From an optimization exercise on the open Yosys and OpenROAD flow, aimed at small area and a short achievable clock period; shortcuts taken in it are not production practice. No run shown here included a check of the RTL's function; only the layout flow was run.

`flow/run.sh`:
```
#!/bin/bash
# synth_recipe.tcl (not shown) runs the flow's synth.tcl, then flattens the netlist and writes it again
# the make line also repeats each setting of config.mk as NAME=value (left out here)
make -C /OpenROAD-flow-scripts/flow DESIGN_CONFIG=/design/flow/config.mk WORK_HOME=/design/flow/orfs CLKGATE_MAP_FILE= SYNTH_SCRIPT=/design/flow/synth_recipe.tcl finish
```
`flow/config.mk`:
```
export PLATFORM = sky130hd
export DESIGN_NAME = booth_mul_top
export DESIGN_NICKNAME = booth_mul_top
export VERILOG_FILES = /design/flow/design.v
export SDC_FILE = /design/flow/constraint.sdc
export NUM_CORES = 4
export LEC_CHECK = 0
export ABC_AREA = 1
export CAP_MARGIN = 20
export CORE_MARGIN = 2
export CORE_UTILIZATION = 40
export SLEW_MARGIN = 80
export SYNTH_HIERARCHICAL = 1
export SYNTH_MINIMUM_KEEP_SIZE = 0
```
`flow/constraint.sdc`:
```
create_clock -name core_clock -period 12.2 [get_ports {clk}]
set_input_delay 2.4400 -clock core_clock [delete_from_list [all_inputs] [get_ports {clk}]]
set_output_delay 2.4400 -clock core_clock [all_outputs]
set_load 0.01 [all_outputs]
```
`flow/design.v`:
```
module booth_mul_top(clk, A, B, m, ov);
	input clk;
	input [15:0] A, B;
	output reg [30:0] m;
	output reg ov;
	reg [15:0] a_q, b_q;
	wire [30:0] m_w;
	wire ov_w;
	BoothMUL mul(.A(a_q), .B(b_q), .m(m_w), .ov(ov_w));
	always @(posedge clk) begin
		a_q <= A;
		b_q <= B;
		m <= m_w;
		ov <= ov_w;
	end
endmodule

module FA(a, b, c, cout, sum);
	input a, b, c;
	output cout, sum;
	assign {cout, sum} = a + b + c;
endmodule
module HA(a, b, cout, sum);
	input a, b;
	output cout, sum;
	assign {cout, sum} = a + b;
endmodule
module BoothMUL(A, B, m, ov);
	input [15:0] A, B;
	output [30:0] m;
	output ov;
	wire ci1;
	wire ci2;
	wire ci3;
	wire ci4;
	wire ci5;
	wire ci6;
	wire ci7;
	wire ci8;
	wire s9;
	wire c10;
	wire s11;
	wire c12;
	wire s13;
	wire c14;
	wire s15;
	wire c16;
	wire s17;
	wire c18;
	wire s19;
	wire c20;
	wire s21;
	wire c22;
	wire s23;
	wire c24;
	wire s25;
	wire c26;
	wire s27;
	wire c28;
	wire s29;
	wire c30;
	wire s31;
	wire c32;
	wire s33;
	wire c34;
	wire s35;
	wire c36;
	wire s37;
	wire c38;
	wire s39;
	wire c40;
	wire s41;
	wire c42;
	wire s43;
	wire c44;
	wire s45;
	wire c46;
	wire s47;
	wire c48;
	wire s49;
	wire c50;
	wire s51;
	wire c52;
	wire s53;
	wire c54;
	wire s55;
	wire c56;
	wire s57;
	wire c58;
	wire s59;
	wire c60;
	wire s61;
	wire c62;
	wire s63;
	wire c64;
	wire s65;
	wire c66;
	wire s67;
	wire c68;
	wire s69;
	wire c70;
	wire s71;
	wire c72;
	wire s73;
	wire c74;
	wire s75;
	wire c76;
	wire s77;
	wire c78;
	wire s79;
	wire c80;
	wire s81;
	wire c82;
	wire s83;
	wire c84;
	wire s85;
	wire c86;
	wire s87;
	wire c88;
	wire s89;
	wire c90;
	wire s91;
	wire c92;
	wire s93;
	wire c94;
	wire s95;
	wire c96;
	wire s97;
	wire c98;
	wire s99;
	wire c100;
	wire s101;
	wire c102;
	wire s103;
	wire c104;
	wire s105;
	wire c106;
	wire s107;
	wire c108;
	wire s109;
	wire c110;
	wire s111;
	wire c112;
	wire s113;
	wire c114;
	wire s115;
	wire c116;
	wire s117;
	wire c118;
	wire s119;
	wire c120;
	wire s121;
	wire c122;
	wire s123;
	wire c124;
	wire s125;
	wire c126;
	wire s127;
	wire c128;
	wire s129;
	wire c130;
	wire s131;
	wire c132;
	wire s133;
	wire c134;
	wire s135;
	wire c136;
	wire s137;
	wire c138;
	wire s139;
	wire c140;
	wire s141;
	wire c142;
	wire s143;
	wire c144;
	wire s145;
	wire c146;
	wire s147;
	wire c148;
	wire s149;
	wire c150;
	wire s151;
	wire c152;
	wire s153;
	wire c154;
	wire s155;
	wire c156;
	wire s157;
	wire c158;
	wire s159;
	wire c160;
	wire s161;
	wire c162;
	wire s163;
	wire c164;
	wire s165;
	wire c166;
	wire s167;
	wire c168;
	wire s169;
	wire c170;
	wire s171;
	wire c172;
	wire s173;
	wire c174;
	wire s175;
	wire c176;
	wire s177;
	wire c178;
	wire s179;
	wire c180;
	wire s181;
	wire c182;
	wire s183;
	wire c184;
	wire s185;
	wire c186;
	wire s187;
	wire c188;
	wire s189;
	wire c190;
	wire s191;
	wire c192;
	wire s193;
	wire c194;
	wire s195;
	wire c196;
	wire s197;
	wire c198;
	wire s199;
	wire c200;
	wire s201;
	wire c202;
	wire s203;
	wire c204;
	wire s205;
	wire c206;
	wire s207;
	wire c208;
	wire s209;
	wire c210;
	wire s211;
	wire c212;
	wire s213;
	wire c214;
	wire s215;
	wire c216;
	wire s217;
	wire c218;
	wire s219;
	wire c220;
	wire s221;
	wire c222;
	wire s223;
	wire c224;
	wire s225;
	wire c226;
	wire s227;
	wire c228;
	wire s229;
	wire c230;
	wire s231;
	wire c232;
	wire s233;
	wire c234;
	wire s235;
	wire c236;
	wire s237;
	wire c238;
	wire s239;
	wire c240;
	wire s241;
	wire c242;
	wire s243;
	wire c244;
	wire s245;
	wire c246;
	wire neg0 = B[1];
	wire one0 = B[0] ^ 1'b0;
	wire two0 = (B[1] & ~B[0] & ~1'b0) | (~B[1] & B[0] & 1'b0);
	wire pp0_0 = ((one0 & A[0]) | (two0 & 1'b0)) ^ neg0;
	wire pp0_1 = ((one0 & A[1]) | (two0 & A[0])) ^ neg0;
	wire pp0_2 = ((one0 & A[2]) | (two0 & A[1])) ^ neg0;
	wire pp0_3 = ((one0 & A[3]) | (two0 & A[2])) ^ neg0;
	wire pp0_4 = ((one0 & A[4]) | (two0 & A[3])) ^ neg0;
	wire pp0_5 = ((one0 & A[5]) | (two0 & A[4])) ^ neg0;
	wire pp0_6 = ((one0 & A[6]) | (two0 & A[5])) ^ neg0;
	wire pp0_7 = ((one0 & A[7]) | (two0 & A[6])) ^ neg0;
	wire pp0_8 = ((one0 & A[8]) | (two0 & A[7])) ^ neg0;
	wire pp0_9 = ((one0 & A[9]) | (two0 & A[8])) ^ neg0;
	wire pp0_10 = ((one0 & A[10]) | (two0 & A[9])) ^ neg0;
	wire pp0_11 = ((one0 & A[11]) | (two0 & A[10])) ^ neg0;
	wire pp0_12 = ((one0 & A[12]) | (two0 & A[11])) ^ neg0;
	wire pp0_13 = ((one0 & A[13]) | (two0 & A[12])) ^ neg0;
	wire pp0_14 = ((one0 & A[14]) | (two0 & A[13])) ^ neg0;
	wire pp0_15 = ((one0 & A[15]) | (two0 & A[14])) ^ neg0;
	wire pp0_16 = ~(((one0 & A[15]) | (two0 & A[15])) ^ neg0);
	wire neg1 = B[3];
	wire one1 = B[2] ^ B[1];
	wire two1 = (B[3] & ~B[2] & ~B[1]) | (~B[3] & B[2] & B[1]);
	wire pp1_0 = ((one1 & A[0]) | (two1 & 1'b0)) ^ neg1;
	wire pp1_1 = ((one1 & A[1]) | (two1 & A[0])) ^ neg1;
	wire pp1_2 = ((one1 & A[2]) | (two1 & A[1])) ^ neg1;
	wire pp1_3 = ((one1 & A[3]) | (two1 & A[2])) ^ neg1;
	wire pp1_4 = ((one1 & A[4]) | (two1 & A[3])) ^ neg1;
	wire pp1_5 = ((one1 & A[5]) | (two1 & A[4])) ^ neg1;
	wire pp1_6 = ((one1 & A[6]) | (two1 & A[5])) ^ neg1;
	wire pp1_7 = ((one1 & A[7]) | (two1 & A[6])) ^ neg1;
	wire pp1_8 = ((one1 & A[8]) | (two1 & A[7])) ^ neg1;
	wire pp1_9 = ((one1 & A[9]) | (two1 & A[8])) ^ neg1;
	wire pp1_10 = ((one1 & A[10]) | (two1 & A[9])) ^ neg1;
	wire pp1_11 = ((one1 & A[11]) | (two1 & A[10])) ^ neg1;
	wire pp1_12 = ((one1 & A[12]) | (two1 & A[11])) ^ neg1;
	wire pp1_13 = ((one1 & A[13]) | (two1 & A[12])) ^ neg1;
	wire pp1_14 = ((one1 & A[14]) | (two1 & A[13])) ^ neg1;
	wire pp1_15 = ((one1 & A[15]) | (two1 & A[14])) ^ neg1;
	wire pp1_16 = ~(((one1 & A[15]) | (two1 & A[15])) ^ neg1);
	wire neg2 = B[5];
	wire one2 = B[4] ^ B[3];
	wire two2 = (B[5] & ~B[4] & ~B[3]) | (~B[5] & B[4] & B[3]);
	wire pp2_0 = ((one2 & A[0]) | (two2 & 1'b0)) ^ neg2;
	wire pp2_1 = ((one2 & A[1]) | (two2 & A[0])) ^ neg2;
	wire pp2_2 = ((one2 & A[2]) | (two2 & A[1])) ^ neg2;
	wire pp2_3 = ((one2 & A[3]) | (two2 & A[2])) ^ neg2;
	wire pp2_4 = ((one2 & A[4]) | (two2 & A[3])) ^ neg2;
	wire pp2_5 = ((one2 & A[5]) | (two2 & A[4])) ^ neg2;
	wire pp2_6 = ((one2 & A[6]) | (two2 & A[5])) ^ neg2;
	wire pp2_7 = ((one2 & A[7]) | (two2 & A[6])) ^ neg2;
	wire pp2_8 = ((one2 & A[8]) | (two2 & A[7])) ^ neg2;
	wire pp2_9 = ((one2 & A[9]) | (two2 & A[8])) ^ neg2;
	wire pp2_10 = ((one2 & A[10]) | (two2 & A[9])) ^ neg2;
	wire pp2_11 = ((one2 & A[11]) | (two2 & A[10])) ^ neg2;
	wire pp2_12 = ((one2 & A[12]) | (two2 & A[11])) ^ neg2;
	wire pp2_13 = ((one2 & A[13]) | (two2 & A[12])) ^ neg2;
	wire pp2_14 = ((one2 & A[14]) | (two2 & A[13])) ^ neg2;
	wire pp2_15 = ((one2 & A[15]) | (two2 & A[14])) ^ neg2;
	wire pp2_16 = ~(((one2 & A[15]) | (two2 & A[15])) ^ neg2);
	wire neg3 = B[7];
	wire one3 = B[6] ^ B[5];
	wire two3 = (B[7] & ~B[6] & ~B[5]) | (~B[7] & B[6] & B[5]);
	wire pp3_0 = ((one3 & A[0]) | (two3 & 1'b0)) ^ neg3;
	wire pp3_1 = ((one3 & A[1]) | (two3 & A[0])) ^ neg3;
	wire pp3_2 = ((one3 & A[2]) | (two3 & A[1])) ^ neg3;
	wire pp3_3 = ((one3 & A[3]) | (two3 & A[2])) ^ neg3;
	wire pp3_4 = ((one3 & A[4]) | (two3 & A[3])) ^ neg3;
	wire pp3_5 = ((one3 & A[5]) | (two3 & A[4])) ^ neg3;
	wire pp3_6 = ((one3 & A[6]) | (two3 & A[5])) ^ neg3;
	wire pp3_7 = ((one3 & A[7]) | (two3 & A[6])) ^ neg3;
	wire pp3_8 = ((one3 & A[8]) | (two3 & A[7])) ^ neg3;
	wire pp3_9 = ((one3 & A[9]) | (two3 & A[8])) ^ neg3;
	wire pp3_10 = ((one3 & A[10]) | (two3 & A[9])) ^ neg3;
	wire pp3_11 = ((one3 & A[11]) | (two3 & A[10])) ^ neg3;
	wire pp3_12 = ((one3 & A[12]) | (two3 & A[11])) ^ neg3;
	wire pp3_13 = ((one3 & A[13]) | (two3 & A[12])) ^ neg3;
	wire pp3_14 = ((one3 & A[14]) | (two3 & A[13])) ^ neg3;
	wire pp3_15 = ((one3 & A[15]) | (two3 & A[14])) ^ neg3;
	wire pp3_16 = ~(((one3 & A[15]) | (two3 & A[15])) ^ neg3);
	wire neg4 = B[9];
	wire one4 = B[8] ^ B[7];
	wire two4 = (B[9] & ~B[8] & ~B[7]) | (~B[9] & B[8] & B[7]);
	wire pp4_0 = ((one4 & A[0]) | (two4 & 1'b0)) ^ neg4;
	wire pp4_1 = ((one4 & A[1]) | (two4 & A[0])) ^ neg4;
	wire pp4_2 = ((one4 & A[2]) | (two4 & A[1])) ^ neg4;
	wire pp4_3 = ((one4 & A[3]) | (two4 & A[2])) ^ neg4;
	wire pp4_4 = ((one4 & A[4]) | (two4 & A[3])) ^ neg4;
	wire pp4_5 = ((one4 & A[5]) | (two4 & A[4])) ^ neg4;
	wire pp4_6 = ((one4 & A[6]) | (two4 & A[5])) ^ neg4;
	wire pp4_7 = ((one4 & A[7]) | (two4 & A[6])) ^ neg4;
	wire pp4_8 = ((one4 & A[8]) | (two4 & A[7])) ^ neg4;
	wire pp4_9 = ((one4 & A[9]) | (two4 & A[8])) ^ neg4;
	wire pp4_10 = ((one4 & A[10]) | (two4 & A[9])) ^ neg4;
	wire pp4_11 = ((one4 & A[11]) | (two4 & A[10])) ^ neg4;
	wire pp4_12 = ((one4 & A[12]) | (two4 & A[11])) ^ neg4;
	wire pp4_13 = ((one4 & A[13]) | (two4 & A[12])) ^ neg4;
	wire pp4_14 = ((one4 & A[14]) | (two4 & A[13])) ^ neg4;
	wire pp4_15 = ((one4 & A[15]) | (two4 & A[14])) ^ neg4;
	wire pp4_16 = ~(((one4 & A[15]) | (two4 & A[15])) ^ neg4);
	wire neg5 = B[11];
	wire one5 = B[10] ^ B[9];
	wire two5 = (B[11] & ~B[10] & ~B[9]) | (~B[11] & B[10] & B[9]);
	wire pp5_0 = ((one5 & A[0]) | (two5 & 1'b0)) ^ neg5;
	wire pp5_1 = ((one5 & A[1]) | (two5 & A[0])) ^ neg5;
	wire pp5_2 = ((one5 & A[2]) | (two5 & A[1])) ^ neg5;
	wire pp5_3 = ((one5 & A[3]) | (two5 & A[2])) ^ neg5;
	wire pp5_4 = ((one5 & A[4]) | (two5 & A[3])) ^ neg5;
	wire pp5_5 = ((one5 & A[5]) | (two5 & A[4])) ^ neg5;
	wire pp5_6 = ((one5 & A[6]) | (two5 & A[5])) ^ neg5;
	wire pp5_7 = ((one5 & A[7]) | (two5 & A[6])) ^ neg5;
	wire pp5_8 = ((one5 & A[8]) | (two5 & A[7])) ^ neg5;
	wire pp5_9 = ((one5 & A[9]) | (two5 & A[8])) ^ neg5;
	wire pp5_10 = ((one5 & A[10]) | (two5 & A[9])) ^ neg5;
	wire pp5_11 = ((one5 & A[11]) | (two5 & A[10])) ^ neg5;
	wire pp5_12 = ((one5 & A[12]) | (two5 & A[11])) ^ neg5;
	wire pp5_13 = ((one5 & A[13]) | (two5 & A[12])) ^ neg5;
	wire pp5_14 = ((one5 & A[14]) | (two5 & A[13])) ^ neg5;
	wire pp5_15 = ((one5 & A[15]) | (two5 & A[14])) ^ neg5;
	wire pp5_16 = ~(((one5 & A[15]) | (two5 & A[15])) ^ neg5);
	wire neg6 = B[13];
	wire one6 = B[12] ^ B[11];
	wire two6 = (B[13] & ~B[12] & ~B[11]) | (~B[13] & B[12] & B[11]);
	wire pp6_0 = ((one6 & A[0]) | (two6 & 1'b0)) ^ neg6;
	wire pp6_1 = ((one6 & A[1]) | (two6 & A[0])) ^ neg6;
	wire pp6_2 = ((one6 & A[2]) | (two6 & A[1])) ^ neg6;
	wire pp6_3 = ((one6 & A[3]) | (two6 & A[2])) ^ neg6;
	wire pp6_4 = ((one6 & A[4]) | (two6 & A[3])) ^ neg6;
	wire pp6_5 = ((one6 & A[5]) | (two6 & A[4])) ^ neg6;
	wire pp6_6 = ((one6 & A[6]) | (two6 & A[5])) ^ neg6;
	wire pp6_7 = ((one6 & A[7]) | (two6 & A[6])) ^ neg6;
	wire pp6_8 = ((one6 & A[8]) | (two6 & A[7])) ^ neg6;
	wire pp6_9 = ((one6 & A[9]) | (two6 & A[8])) ^ neg6;
	wire pp6_10 = ((one6 & A[10]) | (two6 & A[9])) ^ neg6;
	wire pp6_11 = ((one6 & A[11]) | (two6 & A[10])) ^ neg6;
	wire pp6_12 = ((one6 & A[12]) | (two6 & A[11])) ^ neg6;
	wire pp6_13 = ((one6 & A[13]) | (two6 & A[12])) ^ neg6;
	wire pp6_14 = ((one6 & A[14]) | (two6 & A[13])) ^ neg6;
	wire pp6_15 = ((one6 & A[15]) | (two6 & A[14])) ^ neg6;
	wire pp6_16 = ~(((one6 & A[15]) | (two6 & A[15])) ^ neg6);
	wire neg7 = B[15];
	wire one7 = B[14] ^ B[13];
	wire two7 = (B[15] & ~B[14] & ~B[13]) | (~B[15] & B[14] & B[13]);
	wire pp7_0 = ((one7 & A[0]) | (two7 & 1'b0)) ^ neg7;
	wire pp7_1 = ((one7 & A[1]) | (two7 & A[0])) ^ neg7;
	wire pp7_2 = ((one7 & A[2]) | (two7 & A[1])) ^ neg7;
	wire pp7_3 = ((one7 & A[3]) | (two7 & A[2])) ^ neg7;
	wire pp7_4 = ((one7 & A[4]) | (two7 & A[3])) ^ neg7;
	wire pp7_5 = ((one7 & A[5]) | (two7 & A[4])) ^ neg7;
	wire pp7_6 = ((one7 & A[6]) | (two7 & A[5])) ^ neg7;
	wire pp7_7 = ((one7 & A[7]) | (two7 & A[6])) ^ neg7;
	wire pp7_8 = ((one7 & A[8]) | (two7 & A[7])) ^ neg7;
	wire pp7_9 = ((one7 & A[9]) | (two7 & A[8])) ^ neg7;
	wire pp7_10 = ((one7 & A[10]) | (two7 & A[9])) ^ neg7;
	wire pp7_11 = ((one7 & A[11]) | (two7 & A[10])) ^ neg7;
	wire pp7_12 = ((one7 & A[12]) | (two7 & A[11])) ^ neg7;
	wire pp7_13 = ((one7 & A[13]) | (two7 & A[12])) ^ neg7;
	wire pp7_14 = ((one7 & A[14]) | (two7 & A[13])) ^ neg7;
	wire pp7_15 = ((one7 & A[15]) | (two7 & A[14])) ^ neg7;
	wire pp7_16 = ~(((one7 & A[15]) | (two7 & A[15])) ^ neg7);
	assign ci1 = ~pp0_16;
	assign ci2 = ~pp1_15;
	assign ci3 = ~pp2_15;
	assign ci4 = ~pp3_15;
	assign ci5 = ~pp4_15;
	assign ci6 = ~pp5_15;
	assign ci7 = ~pp6_15;
	assign ci8 = ~pp7_15;
	HA ha10(.a(neg5), .b(pp0_10), .cout(c10), .sum(s9));
	HA ha12(.a(pp0_11), .b(pp1_9), .cout(c12), .sum(s11));
	FA fa14(.a(neg6), .b(pp0_12), .c(pp1_10), .cout(c14), .sum(s13));
	HA ha16(.a(pp2_8), .b(pp3_6), .cout(c16), .sum(s15));
	FA fa18(.a(pp0_13), .b(pp1_11), .c(pp2_9), .cout(c18), .sum(s17));
	HA ha20(.a(pp3_7), .b(pp4_5), .cout(c20), .sum(s19));
	FA fa22(.a(neg7), .b(pp0_14), .c(pp1_12), .cout(c22), .sum(s21));
	FA fa24(.a(pp2_10), .b(pp3_8), .c(pp4_6), .cout(c24), .sum(s23));
	HA ha26(.a(pp5_4), .b(pp6_2), .cout(c26), .sum(s25));
	FA fa28(.a(pp0_15), .b(pp1_13), .c(pp2_11), .cout(c28), .sum(s27));
	FA fa30(.a(pp3_9), .b(pp4_7), .c(pp5_5), .cout(c30), .sum(s29));
	HA ha32(.a(pp6_3), .b(pp7_1), .cout(c32), .sum(s31));
	FA fa34(.a(pp1_14), .b(pp2_12), .c(pp3_10), .cout(c34), .sum(s33));
	FA fa36(.a(pp4_8), .b(pp5_6), .c(pp6_4), .cout(c36), .sum(s35));
	HA ha38(.a(pp7_2), .b(ci1), .cout(c38), .sum(s37));
	FA fa40(.a(pp2_13), .b(pp3_11), .c(pp4_9), .cout(c40), .sum(s39));
	FA fa42(.a(pp5_7), .b(pp6_5), .c(pp7_3), .cout(c42), .sum(s41));
	HA ha44(.a(pp0_16), .b(ci2), .cout(c44), .sum(s43));
	FA fa46(.a(pp1_16), .b(pp2_14), .c(pp3_12), .cout(c46), .sum(s45));
	FA fa48(.a(pp4_10), .b(pp5_8), .c(pp6_6), .cout(c48), .sum(s47));
	HA ha50(.a(pp7_4), .b(pp1_15), .cout(c50), .sum(s49));
	FA fa52(.a(pp3_13), .b(pp4_11), .c(pp5_9), .cout(c52), .sum(s51));
	HA ha54(.a(pp6_7), .b(pp7_5), .cout(c54), .sum(s53));
	FA fa56(.a(pp2_16), .b(pp3_14), .c(pp4_12), .cout(c56), .sum(s55));
	HA ha58(.a(pp5_10), .b(pp6_8), .cout(c58), .sum(s57));
	HA ha60(.a(pp4_13), .b(pp5_11), .cout(c60), .sum(s59));
	HA ha62(.a(pp3_16), .b(pp4_14), .cout(c62), .sum(s61));
	HA ha64(.a(neg3), .b(pp0_6), .cout(c64), .sum(s63));
	HA ha66(.a(pp0_7), .b(pp1_5), .cout(c66), .sum(s65));
	FA fa68(.a(neg4), .b(pp0_8), .c(pp1_6), .cout(c68), .sum(s67));
	HA ha70(.a(pp2_4), .b(pp3_2), .cout(c70), .sum(s69));
	FA fa72(.a(pp0_9), .b(pp1_7), .c(pp2_5), .cout(c72), .sum(s71));
	HA ha74(.a(pp3_3), .b(pp4_1), .cout(c74), .sum(s73));
	FA fa76(.a(pp1_8), .b(pp2_6), .c(pp3_4), .cout(c76), .sum(s75));
	FA fa78(.a(pp4_2), .b(pp5_0), .c(s9), .cout(c78), .sum(s77));
	FA fa80(.a(pp2_7), .b(pp3_5), .c(pp4_3), .cout(c80), .sum(s79));
	FA fa82(.a(pp5_1), .b(c10), .c(s11), .cout(c82), .sum(s81));
	FA fa84(.a(pp4_4), .b(pp5_2), .c(pp6_0), .cout(c84), .sum(s83));
	FA fa86(.a(c12), .b(s15), .c(s13), .cout(c86), .sum(s85));
	FA fa88(.a(pp5_3), .b(pp6_1), .c(c16), .cout(c88), .sum(s87));
	FA fa90(.a(s19), .b(c14), .c(s17), .cout(c90), .sum(s89));
	FA fa92(.a(pp7_0), .b(c20), .c(s25), .cout(c92), .sum(s91));
	FA fa94(.a(c18), .b(s21), .c(s23), .cout(c94), .sum(s93));
	FA fa96(.a(c26), .b(s31), .c(c22), .cout(c96), .sum(s95));
	FA fa98(.a(c24), .b(s27), .c(s29), .cout(c98), .sum(s97));
	FA fa100(.a(c32), .b(c28), .c(c30), .cout(c100), .sum(s99));
	FA fa102(.a(s37), .b(s33), .c(s35), .cout(c102), .sum(s101));
	FA fa104(.a(c38), .b(c34), .c(c36), .cout(c104), .sum(s103));
	FA fa106(.a(s43), .b(s39), .c(s41), .cout(c106), .sum(s105));
	FA fa108(.a(c44), .b(s49), .c(c40), .cout(c108), .sum(s107));
	FA fa110(.a(c42), .b(s45), .c(s47), .cout(c110), .sum(s109));
	FA fa112(.a(ci3), .b(c50), .c(s53), .cout(c112), .sum(s111));
	FA fa114(.a(c46), .b(c48), .c(s51), .cout(c114), .sum(s113));
	FA fa116(.a(pp7_6), .b(pp2_15), .c(c54), .cout(c116), .sum(s115));
	FA fa118(.a(s57), .b(c52), .c(s55), .cout(c118), .sum(s117));
	FA fa120(.a(pp6_9), .b(pp7_7), .c(ci4), .cout(c120), .sum(s119));
	FA fa122(.a(c58), .b(s59), .c(c56), .cout(c122), .sum(s121));
	FA fa124(.a(pp5_12), .b(pp6_10), .c(pp7_8), .cout(c124), .sum(s123));
	FA fa126(.a(pp3_15), .b(c60), .c(s61), .cout(c126), .sum(s125));
	FA fa128(.a(pp5_13), .b(pp6_11), .c(pp7_9), .cout(c128), .sum(s127));
	HA ha130(.a(ci5), .b(c62), .cout(c130), .sum(s129));
	FA fa132(.a(pp4_16), .b(pp5_14), .c(pp6_12), .cout(c132), .sum(s131));
	HA ha134(.a(pp7_10), .b(pp4_15), .cout(c134), .sum(s133));
	HA ha136(.a(pp6_13), .b(pp7_11), .cout(c136), .sum(s135));
	HA ha138(.a(pp5_16), .b(pp6_14), .cout(c138), .sum(s137));
	HA ha140(.a(neg2), .b(pp0_4), .cout(c140), .sum(s139));
	HA ha142(.a(pp0_5), .b(pp1_3), .cout(c142), .sum(s141));
	FA fa144(.a(pp1_4), .b(pp2_2), .c(pp3_0), .cout(c144), .sum(s143));
	FA fa146(.a(pp2_3), .b(pp3_1), .c(c64), .cout(c146), .sum(s145));
	FA fa148(.a(pp4_0), .b(c66), .c(s69), .cout(c148), .sum(s147));
	FA fa150(.a(c70), .b(s73), .c(c68), .cout(c150), .sum(s149));
	FA fa152(.a(c74), .b(c72), .c(s75), .cout(c152), .sum(s151));
	FA fa154(.a(c76), .b(s79), .c(c78), .cout(c154), .sum(s153));
	FA fa156(.a(c80), .b(s83), .c(c82), .cout(c156), .sum(s155));
	FA fa158(.a(c84), .b(s87), .c(c86), .cout(c158), .sum(s157));
	FA fa160(.a(c88), .b(s91), .c(c90), .cout(c160), .sum(s159));
	FA fa162(.a(c92), .b(c94), .c(s95), .cout(c162), .sum(s161));
	FA fa164(.a(c96), .b(c98), .c(s99), .cout(c164), .sum(s163));
	FA fa166(.a(c100), .b(c102), .c(s103), .cout(c166), .sum(s165));
	FA fa168(.a(c104), .b(c106), .c(s107), .cout(c168), .sum(s167));
	FA fa170(.a(s111), .b(c108), .c(c110), .cout(c170), .sum(s169));
	FA fa172(.a(s115), .b(c112), .c(c114), .cout(c172), .sum(s171));
	FA fa174(.a(s119), .b(c116), .c(c118), .cout(c174), .sum(s173));
	FA fa176(.a(s123), .b(c120), .c(s125), .cout(c176), .sum(s175));
	FA fa178(.a(c124), .b(s127), .c(s129), .cout(c178), .sum(s177));
	FA fa180(.a(s133), .b(c128), .c(c130), .cout(c180), .sum(s179));
	FA fa182(.a(ci6), .b(c134), .c(s135), .cout(c182), .sum(s181));
	FA fa184(.a(pp7_12), .b(pp5_15), .c(c136), .cout(c184), .sum(s183));
	HA ha186(.a(pp7_13), .b(ci7), .cout(c186), .sum(s185));
	HA ha188(.a(pp6_16), .b(pp7_14), .cout(c188), .sum(s187));
	HA ha190(.a(neg1), .b(pp0_2), .cout(c190), .sum(s189));
	HA ha192(.a(pp0_3), .b(pp1_1), .cout(c192), .sum(s191));
	FA fa194(.a(pp1_2), .b(pp2_0), .c(s139), .cout(c194), .sum(s193));
	FA fa196(.a(pp2_1), .b(c140), .c(s141), .cout(c196), .sum(s195));
	FA fa198(.a(c142), .b(s63), .c(s143), .cout(c198), .sum(s197));
	FA fa200(.a(s65), .b(c144), .c(s145), .cout(c200), .sum(s199));
	FA fa202(.a(s67), .b(c146), .c(s147), .cout(c202), .sum(s201));
	FA fa204(.a(s71), .b(c148), .c(s149), .cout(c204), .sum(s203));
	FA fa206(.a(s77), .b(c150), .c(s151), .cout(c206), .sum(s205));
	FA fa208(.a(s81), .b(c152), .c(s153), .cout(c208), .sum(s207));
	FA fa210(.a(s85), .b(c154), .c(s155), .cout(c210), .sum(s209));
	FA fa212(.a(s89), .b(c156), .c(s157), .cout(c212), .sum(s211));
	FA fa214(.a(s93), .b(c158), .c(s159), .cout(c214), .sum(s213));
	FA fa216(.a(s97), .b(c160), .c(s161), .cout(c216), .sum(s215));
	FA fa218(.a(s101), .b(c162), .c(s163), .cout(c218), .sum(s217));
	FA fa220(.a(s105), .b(c164), .c(s165), .cout(c220), .sum(s219));
	FA fa222(.a(s109), .b(c166), .c(s167), .cout(c222), .sum(s221));
	FA fa224(.a(s113), .b(c168), .c(s169), .cout(c224), .sum(s223));
	FA fa226(.a(s117), .b(c170), .c(s171), .cout(c226), .sum(s225));
	FA fa228(.a(s121), .b(c172), .c(s173), .cout(c228), .sum(s227));
	FA fa230(.a(c122), .b(s175), .c(c174), .cout(c230), .sum(s229));
	FA fa232(.a(c126), .b(s177), .c(c176), .cout(c232), .sum(s231));
	FA fa234(.a(s131), .b(s179), .c(c178), .cout(c234), .sum(s233));
	FA fa236(.a(c132), .b(s181), .c(c180), .cout(c236), .sum(s235));
	FA fa238(.a(s137), .b(s183), .c(c182), .cout(c238), .sum(s237));
	FA fa240(.a(c138), .b(s185), .c(c184), .cout(c240), .sum(s239));
	FA fa242(.a(pp6_15), .b(c186), .c(s187), .cout(c242), .sum(s241));
	HA ha244(.a(ci8), .b(c188), .cout(c244), .sum(s243));
	HA ha246(.a(pp7_16), .b(pp7_15), .cout(c246), .sum(s245));
	wire [31:0] X = {1'b1, s245, s243, s241, s239, s237, s235, s233, s231, s229, c226, c224, c222, c220, c218, c216, c214, c212, c210, c208, c206, c204, c202, c200, c198, c196, c194, c192, c190, pp1_0, pp0_1, neg0};
	wire [31:0] Y = {c246, c244, c242, c240, c238, c236, c234, c232, c230, c228, s227, s225, s223, s221, s219, s217, s215, s213, s211, s209, s207, s205, s203, s201, s199, s197, s195, s193, s191, s189, 1'b0, pp0_0};
	wire [31:0] P;
	wire [31:0] g = X & Y;
	wire [31:0] p = X ^ Y;
	assign G247 = g[1] | (p[1] & g[0]);
	assign Pq248 = p[1] & p[0];
	assign G249 = g[3] | (p[3] & g[2]);
	assign Pq250 = p[3] & p[2];
	assign G251 = g[5] | (p[5] & g[4]);
	assign Pq252 = p[5] & p[4];
	assign G253 = g[7] | (p[7] & g[6]);
	assign Pq254 = p[7] & p[6];
	assign G255 = g[9] | (p[9] & g[8]);
	assign Pq256 = p[9] & p[8];
	assign G257 = g[11] | (p[11] & g[10]);
	assign Pq258 = p[11] & p[10];
	assign G259 = g[13] | (p[13] & g[12]);
	assign Pq260 = p[13] & p[12];
	assign G261 = g[15] | (p[15] & g[14]);
	assign Pq262 = p[15] & p[14];
	assign G263 = g[17] | (p[17] & g[16]);
	assign Pq264 = p[17] & p[16];
	assign G265 = g[19] | (p[19] & g[18]);
	assign Pq266 = p[19] & p[18];
	assign G267 = g[21] | (p[21] & g[20]);
	assign Pq268 = p[21] & p[20];
	assign G269 = g[23] | (p[23] & g[22]);
	assign Pq270 = p[23] & p[22];
	assign G271 = g[25] | (p[25] & g[24]);
	assign Pq272 = p[25] & p[24];
	assign G273 = g[27] | (p[27] & g[26]);
	assign Pq274 = p[27] & p[26];
	assign G275 = g[29] | (p[29] & g[28]);
	assign Pq276 = p[29] & p[28];
	assign G277 = g[31] | (p[31] & g[30]);
	assign Pq278 = p[31] & p[30];
	assign G279 = g[2] | (p[2] & G247);
	assign Pq280 = p[2] & Pq248;
	assign G281 = G249 | (Pq250 & G247);
	assign Pq282 = Pq250 & Pq248;
	assign G283 = g[6] | (p[6] & G251);
	assign Pq284 = p[6] & Pq252;
	assign G285 = G253 | (Pq254 & G251);
	assign Pq286 = Pq254 & Pq252;
	assign G287 = g[10] | (p[10] & G255);
	assign Pq288 = p[10] & Pq256;
	assign G289 = G257 | (Pq258 & G255);
	assign Pq290 = Pq258 & Pq256;
	assign G291 = g[14] | (p[14] & G259);
	assign Pq292 = p[14] & Pq260;
	assign G293 = G261 | (Pq262 & G259);
	assign Pq294 = Pq262 & Pq260;
	assign G295 = g[18] | (p[18] & G263);
	assign Pq296 = p[18] & Pq264;
	assign G297 = G265 | (Pq266 & G263);
	assign Pq298 = Pq266 & Pq264;
	assign G299 = g[22] | (p[22] & G267);
	assign Pq300 = p[22] & Pq268;
	assign G301 = G269 | (Pq270 & G267);
	assign Pq302 = Pq270 & Pq268;
	assign G303 = g[26] | (p[26] & G271);
	assign Pq304 = p[26] & Pq272;
	assign G305 = G273 | (Pq274 & G271);
	assign Pq306 = Pq274 & Pq272;
	assign G307 = g[30] | (p[30] & G275);
	assign Pq308 = p[30] & Pq276;
	assign G309 = G277 | (Pq278 & G275);
	assign Pq310 = Pq278 & Pq276;
	assign G311 = g[4] | (p[4] & G281);
	assign Pq312 = p[4] & Pq282;
	assign G313 = G251 | (Pq252 & G281);
	assign Pq314 = Pq252 & Pq282;
	assign G315 = G283 | (Pq284 & G281);
	assign Pq316 = Pq284 & Pq282;
	assign G317 = G285 | (Pq286 & G281);
	assign Pq318 = Pq286 & Pq282;
	assign G319 = g[12] | (p[12] & G289);
	assign Pq320 = p[12] & Pq290;
	assign G321 = G259 | (Pq260 & G289);
	assign Pq322 = Pq260 & Pq290;
	assign G323 = G291 | (Pq292 & G289);
	assign Pq324 = Pq292 & Pq290;
	assign G325 = G293 | (Pq294 & G289);
	assign Pq326 = Pq294 & Pq290;
	assign G327 = g[20] | (p[20] & G297);
	assign Pq328 = p[20] & Pq298;
	assign G329 = G267 | (Pq268 & G297);
	assign Pq330 = Pq268 & Pq298;
	assign G331 = G299 | (Pq300 & G297);
	assign Pq332 = Pq300 & Pq298;
	assign G333 = G301 | (Pq302 & G297);
	assign Pq334 = Pq302 & Pq298;
	assign G335 = g[28] | (p[28] & G305);
	assign Pq336 = p[28] & Pq306;
	assign G337 = G275 | (Pq276 & G305);
	assign Pq338 = Pq276 & Pq306;
	assign G339 = G307 | (Pq308 & G305);
	assign Pq340 = Pq308 & Pq306;
	assign G341 = G309 | (Pq310 & G305);
	assign Pq342 = Pq310 & Pq306;
	assign G343 = g[8] | (p[8] & G317);
	assign Pq344 = p[8] & Pq318;
	assign G345 = G255 | (Pq256 & G317);
	assign Pq346 = Pq256 & Pq318;
	assign G347 = G287 | (Pq288 & G317);
	assign Pq348 = Pq288 & Pq318;
	assign G349 = G289 | (Pq290 & G317);
	assign Pq350 = Pq290 & Pq318;
	assign G351 = G319 | (Pq320 & G317);
	assign Pq352 = Pq320 & Pq318;
	assign G353 = G321 | (Pq322 & G317);
	assign Pq354 = Pq322 & Pq318;
	assign G355 = G323 | (Pq324 & G317);
	assign Pq356 = Pq324 & Pq318;
	assign G357 = G325 | (Pq326 & G317);
	assign Pq358 = Pq326 & Pq318;
	assign G359 = g[24] | (p[24] & G333);
	assign Pq360 = p[24] & Pq334;
	assign G361 = G271 | (Pq272 & G333);
	assign Pq362 = Pq272 & Pq334;
	assign G363 = G303 | (Pq304 & G333);
	assign Pq364 = Pq304 & Pq334;
	assign G365 = G305 | (Pq306 & G333);
	assign Pq366 = Pq306 & Pq334;
	assign G367 = G335 | (Pq336 & G333);
	assign Pq368 = Pq336 & Pq334;
	assign G369 = G337 | (Pq338 & G333);
	assign Pq370 = Pq338 & Pq334;
	assign G371 = G339 | (Pq340 & G333);
	assign Pq372 = Pq340 & Pq334;
	assign G373 = G341 | (Pq342 & G333);
	assign Pq374 = Pq342 & Pq334;
	assign G375 = g[16] | (p[16] & G357);
	assign Pq376 = p[16] & Pq358;
	assign G377 = G263 | (Pq264 & G357);
	assign Pq378 = Pq264 & Pq358;
	assign G379 = G295 | (Pq296 & G357);
	assign Pq380 = Pq296 & Pq358;
	assign G381 = G297 | (Pq298 & G357);
	assign Pq382 = Pq298 & Pq358;
	assign G383 = G327 | (Pq328 & G357);
	assign Pq384 = Pq328 & Pq358;
	assign G385 = G329 | (Pq330 & G357);
	assign Pq386 = Pq330 & Pq358;
	assign G387 = G331 | (Pq332 & G357);
	assign Pq388 = Pq332 & Pq358;
	assign G389 = G333 | (Pq334 & G357);
	assign Pq390 = Pq334 & Pq358;
	assign G391 = G359 | (Pq360 & G357);
	assign Pq392 = Pq360 & Pq358;
	assign G393 = G361 | (Pq362 & G357);
	assign Pq394 = Pq362 & Pq358;
	assign G395 = G363 | (Pq364 & G357);
	assign Pq396 = Pq364 & Pq358;
	assign G397 = G365 | (Pq366 & G357);
	assign Pq398 = Pq366 & Pq358;
	assign G399 = G367 | (Pq368 & G357);
	assign Pq400 = Pq368 & Pq358;
	assign G401 = G369 | (Pq370 & G357);
	assign Pq402 = Pq370 & Pq358;
	assign G403 = G371 | (Pq372 & G357);
	assign Pq404 = Pq372 & Pq358;
	assign G405 = G373 | (Pq374 & G357);
	assign Pq406 = Pq374 & Pq358;
	assign P[0] = p[0];
	assign P[1] = p[1] ^ g[0];
	assign P[2] = p[2] ^ G247;
	assign P[3] = p[3] ^ G279;
	assign P[4] = p[4] ^ G281;
	assign P[5] = p[5] ^ G311;
	assign P[6] = p[6] ^ G313;
	assign P[7] = p[7] ^ G315;
	assign P[8] = p[8] ^ G317;
	assign P[9] = p[9] ^ G343;
	assign P[10] = p[10] ^ G345;
	assign P[11] = p[11] ^ G347;
	assign P[12] = p[12] ^ G349;
	assign P[13] = p[13] ^ G351;
	assign P[14] = p[14] ^ G353;
	assign P[15] = p[15] ^ G355;
	assign P[16] = p[16] ^ G357;
	assign P[17] = p[17] ^ G375;
	assign P[18] = p[18] ^ G377;
	assign P[19] = p[19] ^ G379;
	assign P[20] = p[20] ^ G381;
	assign P[21] = p[21] ^ G383;
	assign P[22] = p[22] ^ G385;
	assign P[23] = p[23] ^ G387;
	assign P[24] = p[24] ^ G389;
	assign P[25] = p[25] ^ G391;
	assign P[26] = p[26] ^ G393;
	assign P[27] = p[27] ^ G395;
	assign P[28] = p[28] ^ G397;
	assign P[29] = p[29] ^ G399;
	assign P[30] = p[30] ^ G401;
	assign P[31] = p[31] ^ G403;
	assign m = P[30:0];
	assign ov = ~P[31];
endmodule
```
==> impl_metrics.json, run 1 <==
{
  "slew_violations": 0,
  "coreArea_sq_um": 18800,
  "cts_buffer_depth": 2,
  "antenna_found_initial": 0,
  "placedCellCount": 1136,
  "ctsRootBufferMaster": "clkbuf_16",
  "crit_path_top_delay_cell": "clkdlybuf4s50_1",
  "drive_above_1_share_pct": 9.35,
  "globalRoute.totalOverflow": 0,
  "start_util_pct": 41.0,
  "final_nets": 1102,
  "synth_area_sq_um": 7690,
  "die_h_um": 143,
  "synth_cells": 879,
  "place_congestion": 0.882,
  "postCtsHoldBufs": 0,
  "wl_um": 18400,
  "cap_violations": 0,
  "max_stage_delay_ns": 0.55,
  "synth.distinct_cells": 30,
  "clkTransAtPathRegs_ns": 0.06,
  "critical_path_required_ns": 12.45,
  "worstPathMaxFanout": 21,
  "yosys_warnings": 167,
  "die_area_sq_um": 20400,
  "row_count": 50,
  "via_per_inst": 5.31,
  "cts_tree": "yes",
  "die_x_um": 143,
  "postCtsResizedCells": 0,
  "crit_type": "reg2reg",
  "insertion_delay_ns": 0.36,
  "crit_buf_inv": 4,
  "tns_ns": 0,
  "first_global_vias": 6134,
  "ios": 65,
  "place_ws_ns": 7.26,
  "path_cells": "buf_6 > or2_1 > nand2_1 > nand2_4 > o22ai_1 > clkdlybuf4s50_1 > xor2_2 > inv_1 > ha_1 > fa_1 > fa_1 > fa_1 > ha_1 > nand2_1 > inv_1 > nand2_1 > nand2_1 > nand2_1 > nand2_2 > a21oi_1 > nand2_1 > nand2_1 > nand2_1",
  "wl_per_cell_um": 16.0,
  "n_antenna_cell": 0,
  "hold_class": "reg2reg",
  "avgSynthCellArea_sq_um": 8.75,
  "crit_arrival_ns": 5.35,
  "ys_seq_area_share_pct": 16.7,
  "path_delay_family": "adder cells",
  "worstSetupStartpointType": "flip-flop",
  "syn_nets": 1066,
  "max_freq_mhz": 196,
  "postCtsSetupRepairBufs": 0,
  "grt_max_degree": 22,
  "clock-sinks": 64,
  "rsz0062_at_grt": "no",
  "cp-end-kind": "flip-flop",
  "fin_crit_sh_pct": 41.8,
  "via_count": 6126,
  "outcome": "finished clean",
  "ys_seq_elements": 64,
  "area_delta_synth_final_pct": 16.4,
  "drt_iter0_markers": 409,
  "clock_skew_ns": 0.0158,
  "port_buffers": 64,
  "ant_nets": 0,
  "setup_ws_ns": 7.10,
  "grt_pass1_wl_um": 30900,
  "cts_made_buffers": 9,
  "r2r_slack_ns": 7.10,
  "cp_common_cell": "nand2_1",
  "min_period_ns": 5.10,
  "dr.pass1.iters": 4,
  "finalHoldViolCount": 0,
  "timing.hold.ws_ns": 0.650,
  "grtUsageTotal_pct": 19.3,
  "dp.final_hpwl_um": 13600,
  "drc": 0,
  "relSlewSlack_pct": 81.5,
  "instances_no_fill": 1154,
  "setup_viol": 0,
  "h-tree-depth": 3,
  "worst_pin_slew_ns": 0.276
}
-- worst min-delay path: cells and delay by family, from the launching register on --
family	cells	cell delay [ns]
adders and majority gates	1	0.14
DFF	1	0.33
xor gates and xnor gates	1	0.06
and+or+nand+nor	1	0.07
-- sequential cells by signal, summed over array words and instances (netlist names) --
register	cells
a_q	16
m	31
ov	1
b_q	16
-- cell families (layout without fill, tap and decap cells) --
logic type      count (synthesis)  count (layout)  synth area share (%)
flops                          64              64                  16.7
simple gates                  229             229                  12.5
buf+inv                       135             176                  8.07
fa+ha+maj                     154             154                  34.2
xor+xnor                      138             138                  15.7
compound gates                159             159                  12.9
-- metal layers --
layer	vias to the layer above	share of wire [%]	GRT usage (%)
li1	2962	-	-
met1	2947	44	25.2
met2	178	48	32.0
met3	39	4.6	3.09
met4	0	3.0	8.03
met5	-	0	0
-- final cells by class --
| type | instances | area, sq um |
|---|---|---|
| clock buffers | 12 | 256 |
| clock inverters | 4 | 53.8 |
| fillers | 1776 | 9810 |
| inverters | 85 | 357 |
| multi-input cells | 680 | 5950 |
| flip-flops and latches | 64 | 1300 |
| well taps | 234 | 293 |
| repair buffers | 75 | 752 |
-- Yosys stat by module (local to each module, per instance) --
| module | copies in the design | area [sq um] | flip-flops and latches | cells inside |
|---|---|---|---|---|
| BoothMUL | 1 | 4250 | 0 | 696 |
| FA | 90 | 20.0 | 0 | 1 |
| booth_mul_top | 1 | 1280 | 64 | 64 |
| HA | 29 | 12.5 | 0 | 1 |
-- synthesized netlist by cell type --
library cell	instances	area share (%)
buf_1	2	0.098
or2_1	8	0.65
dfxtp_1	64	17
xor2_1	134	15
nand3_1	19	1.2
nor3_2	1	0.13
a21oi_4	1	0.21
o21ai_0	2	0.13
nor3_1	4	0.26
a21o_2	1	0.11
nor2_1	36	1.8
xnor2_1	4	0.46
clkbuf_1	16	0.78
nand2_4	1	0.15
buf_6	9	1.3
nand2_1	145	7.1
o21bai_1	1	0.098
a21boi_0	2	0.20
fa_1	94	24
ha_1	60	9.8
buf_2	21	1.4
o22ai_2	2	0.33
buf_4	1	0.098
buf_12	1	0.26
nand2_2	15	1.2
inv_2	1	0.049
o22ai_1	117	9.5
inv_1	84	4.1
a31oi_1	7	0.57
a21oi_1	26	1.7
-- placed cells by master (no fill, tap or decap), types with 16 or more instances in the layout --
master and instances:
nand2_1 135, xor2_1 128, o22ai_1 117, fa_1 94
inv_1 67, clkdlybuf4s50_1 65, ha_1 60, dfxtp_1 60
nor2_1 35, a21oi_1 26, nand3_1 19, nand2_4 16
-- final timing paths --
kind | from | endpoint | cells after the start
worst max-delay path | b_q[1] | m[28] | 23
worst min-delay path | a_q[0] | m[0] | 3
worst max register to register | b_q[1] | m[28] | 23
worst min register to register | a_q[0] | m[0] | 3
-- metrics by stage --
stage | cell area (sq um) | utilization, %
6_report | 8950 | 47.7
5_1_grt | 8950 | 47.7
4_1_cts | 8910 | 47.5
3_5_place_dp | 8600 | 45.8
3_3_place_gp | 8360 | 44.5
2_1_floorplan | 7690 | -
==> inputs of run 2 (changes only) <==
--- a/flow/config.mk
+++ b/flow/config.mk
@@ -9,6 +9,6 @@
 export CAP_MARGIN = 20
 export CORE_MARGIN = 2
 export CORE_UTILIZATION = 40
-export SLEW_MARGIN = 80
+export SLEW_MARGIN = 20
 export SYNTH_HIERARCHICAL = 1
 export SYNTH_MINIMUM_KEEP_SIZE = 0
==> run 2 against run 1 <==
Critical endpoint is now m[17]. Sequential cell count unchanged. Cell area decreased by 2.7%. Largest cell class unchanged.
==> impl_metrics.json, run 2 <==
{
  "outcome": "finished clean",
  "async_flop_share_pct": 0,
  "worstSetupStartpointType": "flip-flop",
  "setup_viol": 0,
  "cts_tree": "yes",
  "n_antenna_cell": 0,
  "hold_class": "reg2reg",
  "drt-met1-wl_um": 7950,
  "coreArea_sq_um": 18800,
  "synth_cells": 879,
  "postCtsResizedCells": 0,
  "cp-end-kind": "flip-flop",
  "port_buffers": 64,
  "postCtsSetupRepairBufs": 0,
  "post-synth-top-count-cell": "nand2_1",
  "start_util_pct": 41.0,
  "h-tree-depth": 3,
  "crit_path_top_delay_cell": "dfxtp_1",
  "crit_type": "reg2reg",
  "instances_no_fill": 1148,
  "wl_per_cell_um": 15.9,
  "ctsRootBufferMaster": "clkbuf_16",
  "yosys-top-cells-count": "nand2_1, xor2_1, o22ai_1, fa_1, inv_1",
  "wl_met2_um": 8860,
  "synth_top_cell_by_area": "fa_1",
  "synth_area_leaders": "fa_1, dfxtp_1, xor2_1",
  "first_global_vias": 6123,
  "postCtsHoldBufs": 0,
  "min_period_ns": 5.71,
  "worstPathMaxFanout": 21,
  "synth_edf_count": 0,
  "dr.pass1.iters": 5,
  "die_area_sq_um": 20400,
  "clock_skew_ns": 0.0125,
  "placedCellCount": 1132,
  "die_x_um": 143,
  "final_cell_mix": "nand2_1, xor2_1, o22ai_1, fa_1, inv_1",
  "path_cells": "nand2_1 > nand2_1 > o22ai_1 > xor2_1 > fa_1 > fa_1 > fa_1 > fa_1 > ha_1 > nand2_1 > inv_1 > nand2_1 > nand2_1 > a21oi_4 > nand2_4 > fa_1 > xor2_1",
  "dp.final_hpwl_um": 13400,
  "grt_max_degree": 22,
  "drc": 0,
  "synth_area_sq_um": 7690,
  "antenna_found_initial": 0,
  "critical_path_required_ns": 12.44,
  "ant_nets": 0,
  "via_count": 6122,
  "synth_flop_cell": "dfxtp_1",
  "finalHoldViolCount": 0,
  "max_stage_delay_ns": 1.05,
  "reg_top3": "m x31, a_q x16, b_q x16",
  "insertion_delay_ns": 0.36,
  "crit_buf_inv": 1,
  "cap_violations": 0,
  "wl_um": 18300,
  "ys_seq_area_share_pct": 16.7,
  "area_delta_synth_final_pct": 13.3,
  "clock-sinks": 64,
  "highest_layer": "met4",
  "fin_crit_sh_pct": 46.8,
  "drt_iter0_markers": 336,
  "avgSynthCellArea_sq_um": 8.75,
  "mostFrequentLayoutCell": "nand2_1",
  "drive_above_1_share_pct": 4.70,
  "largest_reg_flops": 31,
  "ios": 65,
  "via_per_inst": 5.33,
  "synth.distinct_cells": 30,
  "final_nets": 1096,
  "top_register": "m",
  "grt_pass1_wl_um": 31000,
  "place_congestion": 0.882,
  "cts_made_buffers": 9,
  "row_count": 50,
  "max_freq_mhz": 175,
  "die_h_um": 143,
  "crit_arrival_ns": 5.95,
  "clkTransAtPathRegs_ns": 0.06,
  "syn_nets": 1066,
  "dr_wl_met3_um": 953,
  "ys_seq_elements": 64,
  "tns_ns": 0,
  "grtUsageTotal_pct": 19.4,
  "cts_buffer_depth": 2,
  "path_delay_family": "adder cells",
  "worst_pin_slew_ns": 1.11,
  "yosysTopAreaCellShare_pct": 24.5,
  "rsz0062_at_grt": "no",
  "globalRoute.totalOverflow": 0,
  "slew_violations": 0,
  "yosys_warnings": 167,
  "relSlewSlack_pct": 25.7
}
-- run 2: final timing paths --
check,endpoint,slack (ns),cells past startpoint,startpoint
worst max register to register,m[17],6.49,17,b_q[7]
worst max-delay path,m[17],6.49,17,b_q[7]
worst min register to register,m[0],0.62,3,a_q[0]
worst min-delay path,m[0],0.62,3,a_q[0]
-- run 2: worst min-delay path, delay by kind of cell, from the launching register on --
kind	cells	cell delay, ns
xor+xnor	1	0.06
fa+ha+maj	1	0.14
flops	1	0.31
simple gates	1	0.06
-- run 2: cells by family (layout without fill, tap and decap cells) --
| family | count (synthesis) | in the layout | share of synthesized area (%) |
|---|---|---|---|
| AND/OR/NAND/NOR | 229 | 229 | 12.5 |
| adder cells (fa/ha/maj) | 154 | 154 | 34.2 |
| AO/OA/AOI/OAI | 159 | 159 | 12.9 |
| XOR/XNOR | 138 | 138 | 15.7 |
| flip-flops | 64 | 64 | 16.7 |
| buffers and inverters | 135 | 170 | 8.07 |
-- run 2: per-layer routing --
layer / track usage [%] / vias to the layer above
met5: 0 / -
met4: 7.97 / 0
met3: 3.49 / 31
met2: 32.2 / 205
met1: 24.9 / 2921
li1: - / 2965
-- run 2: layout make-up --
type / instances / area, sq um
Fill cell: 1827 / 10100
Inverter: 85 / 319
Tap cell: 234 / 293
Clock inverter: 7 / 125
Multi-Input combinational cell: 680 / 5790
Timing Repair Buffer: 69 / 678
Sequential cell: 64 / 1280
Clock buffer: 9 / 225
-- run 2: per-module statistics from Yosys, one instance, submodules excluded --
module | area (sq um) | flip-flops and latches | cells inside
FA | 20.0 | 0 | 1
BoothMUL | 4250 | 0 | 696
HA | 12.5 | 0 | 1
booth_mul_top | 1280 | 64 | 64
-- run 2: per-stage QoR --
stage          hold slack, ns  setup slack [ns]  util (%)  cell area, sq um
4_1_cts                 0.621              6.52      46.4              8710
5_1_grt                 0.673              6.16      46.4              8710
6_report                0.616              6.49      46.4              8710
2_1_floorplan           0.568              7.65         -              7690
3_5_place_dp            0.613              6.55      44.5              8360
3_3_place_gp            0.595              6.58      44.5              8360
==> inputs of run 3 (changes only) <==
--- a/flow/config.mk
+++ b/flow/config.mk
@@ -9,6 +9,6 @@
 export CAP_MARGIN = 20
 export CORE_MARGIN = 2
 export CORE_UTILIZATION = 40
-export SLEW_MARGIN = 20
+export SLEW_MARGIN = 90
 export SYNTH_HIERARCHICAL = 1
 export SYNTH_MINIMUM_KEEP_SIZE = 0
==> run 3 against run 2 <==
The flow now stops in global routing. Synthesized area did not move. Synthesized cell count did not move.
==> impl_metrics.json, run 3 <==
{
  "dp.final_hpwl_um": 31200,
  "yosysTopAreaCellShare_pct": 24.5,
  "clock-sinks": 64,
  "ctsRootBufferMaster": "clkbuf_16",
  "synth_area_leaders": "fa_1, dfxtp_1, xor2_1",
  "ios": 65,
  "lastStage": "global routing",
  "row_count": 50,
  "yosys-top-cells-count": "nand2_1, xor2_1, o22ai_1, fa_1, inv_1",
  "placedCellCount": 1391,
  "globalRoute.totalOverflow": 102,
  "start_util_pct": 41.0,
  "async_flop_share_pct": 0,
  "stop_error": "[ERROR GRT-0232] Routing congestion too high. Check the congestion heatmap in the GUI.",
  "synth_area_sq_um": 7690,
  "grt_max_degree": 16,
  "post-synth-top-count-cell": "nand2_1",
  "port_buffers": 64,
  "synth_cells": 879,
  "ys_seq_elements": 64,
  "avgSynthCellArea_sq_um": 8.75,
  "die_x_um": 143,
  "cts_made_buffers": 9,
  "postCtsResizedCells": 0,
  "yosys_warnings": 167,
  "synth_top_cell_by_area": "fa_1",
  "grtUsageTotal_pct": 65.3,
  "outcome": "did not finish",
  "synth_flop_cell": "dfxtp_1",
  "ys_seq_area_share_pct": 16.7,
  "cts_buffer_depth": 2,
  "synth_edf_count": 0,
  "postCtsHoldBufs": 0,
  "die_h_um": 143,
  "h-tree-depth": 3,
  "syn_nets": 1066,
  "place_congestion": 0.882,
  "postCtsSetupRepairBufs": 0,
  "synth.distinct_cells": 30
}
-- run 3: cell counts after synthesis --
Identical to the previous run, type by type.
-- run 3: cell families after synthesis --
family | share of synthesized area [%]
DFF | 16.7
xor gates and xnor gates | 15.7
adders and majority gates | 34.2
AOI/OAI and AO/OA | 12.9
and+or+nand+nor | 12.5
buffers and inverters | 8.07
-- run 3: modules after synthesis, one instance, submodules excluded --
module         flops+latches  copies in the design  area [sq um]  cells inside
FA                         0                    90          20.0             1
booth_mul_top             64                     1          1280            64
HA                         0                    29          12.5             1
BoothMUL                   0                     1          4250           696
-- run 3: routing by layer --
| metal | GRT overflow | GRT usage, % |
|---|---|---|
| met1 | 0 | 66.2 |
| met2 | 51 | 88.7 |
| met3 | 0 | 39.2 |
| met4 | 51 | 68.1 |
| met5 | 0 | 6.77 |
-- run 3: worst min path at each step --
stage	slack, ns	endpoint
floorplan	0.57	m[0]
CTS	0.63	m[0]
global placement	0.60	m[0]
detailed placement	0.56	m[0]
-- run 3: through the flow --
stage,hold slack (ns),utilization [%],area [sq um],setup WS [ns]
3_3_place_gp,0.595,44.5,8360,6.58
4_1_cts,0.628,78.5,14700,6.14
2_1_floorplan,0.568,-,7690,7.65
3_5_place_dp,0.558,76.7,14400,6.19
==> inputs of run 4 (changes only) <==
--- a/flow/config.mk
+++ b/flow/config.mk
@@ -9,6 +9,6 @@
 export CAP_MARGIN = 20
 export CORE_MARGIN = 2
 export CORE_UTILIZATION = 40
-export SLEW_MARGIN = 90
+export SLEW_MARGIN = 95
 export SYNTH_HIERARCHICAL = 1
 export SYNTH_MINIMUM_KEEP_SIZE = 0
==> run 4 against run 3 <==
The run fails in detailed placement. Synthesized area is the same. Synthesized cell count is the same.
==> impl_metrics.json, run 4 <==
{
  "avgSynthCellArea_sq_um": 8.75,
  "start_util_pct": 41.0,
  "place_congestion": 0.882,
  "stop_error": "[ERROR DPL-0038] Utilization greater than 100%, impossible to legalize",
  "post-synth-top-count-cell": "nand2_1",
  "row_count": 50,
  "syn_nets": 1066,
  "synth_xor_area_share_pct": 15.7,
  "outcome": "did not finish",
  "yosys_warnings": 167,
  "synth_area_leaders": "fa_1, dfxtp_1, xor2_1",
  "synth_compound_area_share_pct": 12.9,
  "port_buffers": 64,
  "ios": 65,
  "synth_top_cell_by_area": "fa_1",
  "synth_cells": 879,
  "synthAdderAreaFrac_pct": 34.2,
  "synth_area_sq_um": 7690,
  "muxShareOfSynthArea_pct": 0,
  "synth_flop_cell": "dfxtp_1",
  "lastStage": "detailed placement",
  "ys_seq_elements": 64,
  "die_h_um": 143,
  "yosys-top-cells-count": "nand2_1, xor2_1, o22ai_1, fa_1, inv_1",
  "ys_seq_area_share_pct": 16.7,
  "async_flop_share_pct": 0,
  "synth.distinct_cells": 30,
  "die_x_um": 143,
  "synth_edf_count": 0,
  "synth_top_family_by_area": "adder cells",
  "yosysTopAreaCellShare_pct": 24.5,
  "yosys.area_share.simple_pct": 12.5
}
## run 4: cell counts after synthesis
Identical to the previous run, type by type.
## run 4: kinds of logic after synthesis
| logic type | after synthesis |
|---|---|
| adders and majority gates | 154 |
| DFF | 64 |
| AOI/OAI and AO/OA | 159 |
| and+or+nand+nor | 229 |
| buffers and inverters | 135 |
| xor gates and xnor gates | 138 |
## run 4: worst max path at each step
stage,depth (start not counted),to,slack (ns),startpoint
2_1_floorplan,20,m[17],7.65,b_q[5]
3_3_place_gp,17,m[17],6.58,b_q[7]
## run 4: modules after synthesis (local to each module, per instance)
module         times used  cell area, sq um  cells inside  flip-flops and latches
FA                     90              20.0             1                       0
booth_mul_top           1              1280            64                      64
HA                     29              12.5             1                       0
BoothMUL                1              4250           696                       0
## run 4: through the flow
stage / worst slack (ns) / hold slack, ns
after global placement: 6.58 / 0.595
after floorplan: 7.65 / 0.568
==> inputs of run 5 (changes only) <==
--- a/flow/config.mk
+++ b/flow/config.mk
@@ -8,7 +8,8 @@
 export ABC_AREA = 1
 export CAP_MARGIN = 20
 export CORE_MARGIN = 2
-export CORE_UTILIZATION = 40
-export SLEW_MARGIN = 95
+export CORE_UTILIZATION = 65
+export PLACE_DENSITY = 0.75
+export SLEW_MARGIN = 80
 export SYNTH_HIERARCHICAL = 1
 export SYNTH_MINIMUM_KEEP_SIZE = 0
==> run 5 against run 4 <==
Now clean on timing, DRC and antenna. Synthesized area did not move. Synthesized cell count did not move.
==> impl_metrics.json, run 5 <==
{
  "async_flop_share_pct": 0,
  "dr_wl_met3_um": 1420,
  "drt-met1-wl_um": 8000,
  "utilization_pct": 77.4,
  "highest_layer": "met4",
  "relSlewSlack_pct": 78.6,
  "wl_um": 18900,
  "via_per_inst": 6.09,
  "rsz0062_at_grt": "no",
  "synth_edf_count": 0,
  "yosysTopAreaCellShare_pct": 24.5,
  "final_cell_mix": "nand2_1, xor2_1, o22ai_1, fa_1, inv_1",
  "synth_top_cell_by_area": "fa_1",
  "ant_nets": 0,
  "worstPathMaxFanout": 15,
  "n_antenna_cell": 0,
  "globalRoute.totalOverflow": 0,
  "synth_area_sq_um": 7690,
  "instances_no_fill": 1061,
  "port_buffers": 64,
  "insertion_delay_ns": 0.35,
  "postCtsResizedCells": 0,
  "die_h_um": 113,
  "cap_violations": 0,
  "crit_type": "reg2reg",
  "clock-sinks": 64,
  "synth.distinct_cells": 30,
  "setup_viol": 0,
  "grtUsageTotal_pct": 31.1,
  "dr.pass1.iters": 8,
  "grt_pass1_wl_um": 31200,
  "area_delta_synth_final_pct": 15.4,
  "reg_top3": "m x31, a_q x16, b_q x16",
  "max_freq_mhz": 196,
  "placedCellCount": 1045,
  "r2r_slack_ns": 7.10,
  "slew_violations": 0,
  "via_count": 6463,
  "die_area_sq_um": 12700,
  "first_global_vias": 6522,
  "cts_made_buffers": 9,
  "mostFrequentLayoutCell": "nand2_1",
  "min_period_ns": 5.10,
  "fin_crit_sh_pct": 41.8,
  "die_x_um": 113,
  "row_count": 39,
  "outcome": "finished clean",
  "syn_nets": 1066,
  "avgSynthCellArea_sq_um": 8.75,
  "final_nets": 1100,
  "finalHoldViolCount": 0,
  "wl_met2_um": 9040,
  "postCtsHoldBufs": 0,
  "tns_ns": 0,
  "h-tree-depth": 3,
  "design_area_sq_um": 8870,
  "synth_flop_cell": "dfxtp_1",
  "dpl_cell_area_sq_um": 8470,
  "ys_seq_area_share_pct": 16.7,
  "ctsRootBufferMaster": "clkbuf_16",
  "ys_seq_elements": 64,
  "dp.final_hpwl_um": 14100,
  "yosys_warnings": 167,
  "drt_iter0_markers": 521,
  "crit_arrival_ns": 5.33,
  "antenna_found_initial": 0,
  "hold_class": "reg2reg",
  "wl_per_cell_um": 17.8,
  "postCtsSetupRepairBufs": 0,
  "post-synth-top-count-cell": "nand2_1",
  "grt_max_degree": 22,
  "top_register": "m",
  "drive_above_1_share_pct": 9.69,
  "worst_pin_slew_ns": 0.322,
  "cp-end-kind": "flip-flop",
  "coreArea_sq_um": 11500,
  "yosys-top-cells-count": "nand2_1, xor2_1, o22ai_1, fa_1, inv_1",
  "clkTransAtPathRegs_ns": 0.05,
  "largest_reg_flops": 31,
  "worstSetupStartpointType": "flip-flop",
  "place_congestion": 0.923,
  "ios": 65,
  "critical_path_required_ns": 12.44,
  "timing.hold.ws_ns": 0.461,
  "cts_buffer_depth": 2,
  "cts_tree": "yes",
  "synth_area_leaders": "fa_1, dfxtp_1, xor2_1",
  "clock_skew_ns": 0.00829,
  "drc": 0,
  "synth_cells": 879,
  "start_util_pct": 67.1
}
-- run 5: cell counts after synthesis --
Identical to the previous run, type by type.
-- run 5: layer usage --
metal / up-vias / track usage, %
met5: - / 0
met4: 0 / 12.9
met3: 55 / 5.09
met2: 313 / 51.4
met1: 3131 / 40.9
li1: 2964 / -
-- run 5: cells by family (layout without fill, tap and decap cells) --
group	count (synthesis)	in the layout	share of synthesized area (%)
compound gates	159	159	12.9
xor+xnor	138	138	15.7
fa+ha+maj	154	154	34.2
buf+inv	135	174	8.07
flops	64	64	16.7
simple gates	229	229	12.5
-- run 5: worst paths after layout --
check             startpoint    end  cells after the start
setup reg to reg      b_q[1]  m[17]                     20
setup / recovery      b_q[1]  m[17]                     20
hold / removal        b_q[1]   m[0]                      1
hold reg to reg       b_q[1]   m[0]                      1
-- run 5: per-module statistics from Yosys (local to each module, per instance) --
module         area (sq um)  copies in the design  flops+latches  cells inside
HA                     12.5                    29              0             1
FA                     20.0                    90              0             1
booth_mul_top          1280                     1             64            64
BoothMUL               4250                     1              0           696
-- run 5: worst max-delay path: stages, from the launching register on --
cell and delay, ns:
dfxtp_4 0.34, buf_6 0.16, buf_6 0.15, or2_1 0.29
nand2_1 0.12, nand2_4 0.14, o22ai_1 0.19, xor2_1 0.21
fa_1 0.49, fa_1 0.43, fa_1 0.51, fa_1 0.41
ha_1 0.35, nand2_1 0.14, inv_1 0.05, nand2_1 0.06
nand2_1 0.07, a21oi_4 0.14, nand2_4 0.16, fa_1 0.41
xor2_1 0.15
-- run 5: final cells by class --
class / instances / area (sq um)
multi-input combinational: 680 / 5970
fill: 805 / 2590
sequential: 64 / 1300
timing repair buffer: 73 / 746
inverter: 85 / 353
clock buffer: 11 / 243
tap: 143 / 179
clock inverter: 5 / 81.3
-- run 5: metrics by stage --
stage / setup WS [ns]
6_report: 7.10
5_1_grt: 6.77
4_1_cts: 7.04
3_5_place_dp: 7.05
3_3_place_gp: 6.69
2_1_floorplan: 7.65

[static timing again, ports no longer ideal]
No port has a modelled driver above. Below, the same layouts with a new extraction and two added sets of constraints. Step 1 (the two cells are an assumption about what drives the block):
set clk [get_ports {clk}]
set_driving_cell -lib_cell sky130_fd_sc_hd__clkbuf_16 $clk
set_driving_cell -lib_cell sky130_fd_sc_hd__buf_2 [delete_from_list [all_inputs] $clk]
Step 2 times the ports against the registers' clock, not the clock port: input delays grow and output delays shrink by t, the midpoint of the rising clock arrivals with the driver on. Three values: ideal ports, drivers, drivers and shift; two values: the first two.
run | t, ns | slack for setup (ns) | worst hold slack (ns) | cell pins on the clock port's net
run 1 | 0.396 | 7.096 / 7.096 / 7.096 | 0.650 / 0.650 / 0.650 | 1
run 2 | 0.394 | 6.489 / 6.489 / 6.489 | 0.616 / 0.616 / 0.616 | 1
run 5 | 0.386 | 7.104 / 7.104 / 7.104 | 0.461 / 0.461 / 0.461 | 1
After both steps setup and hold are still met in every run listed.
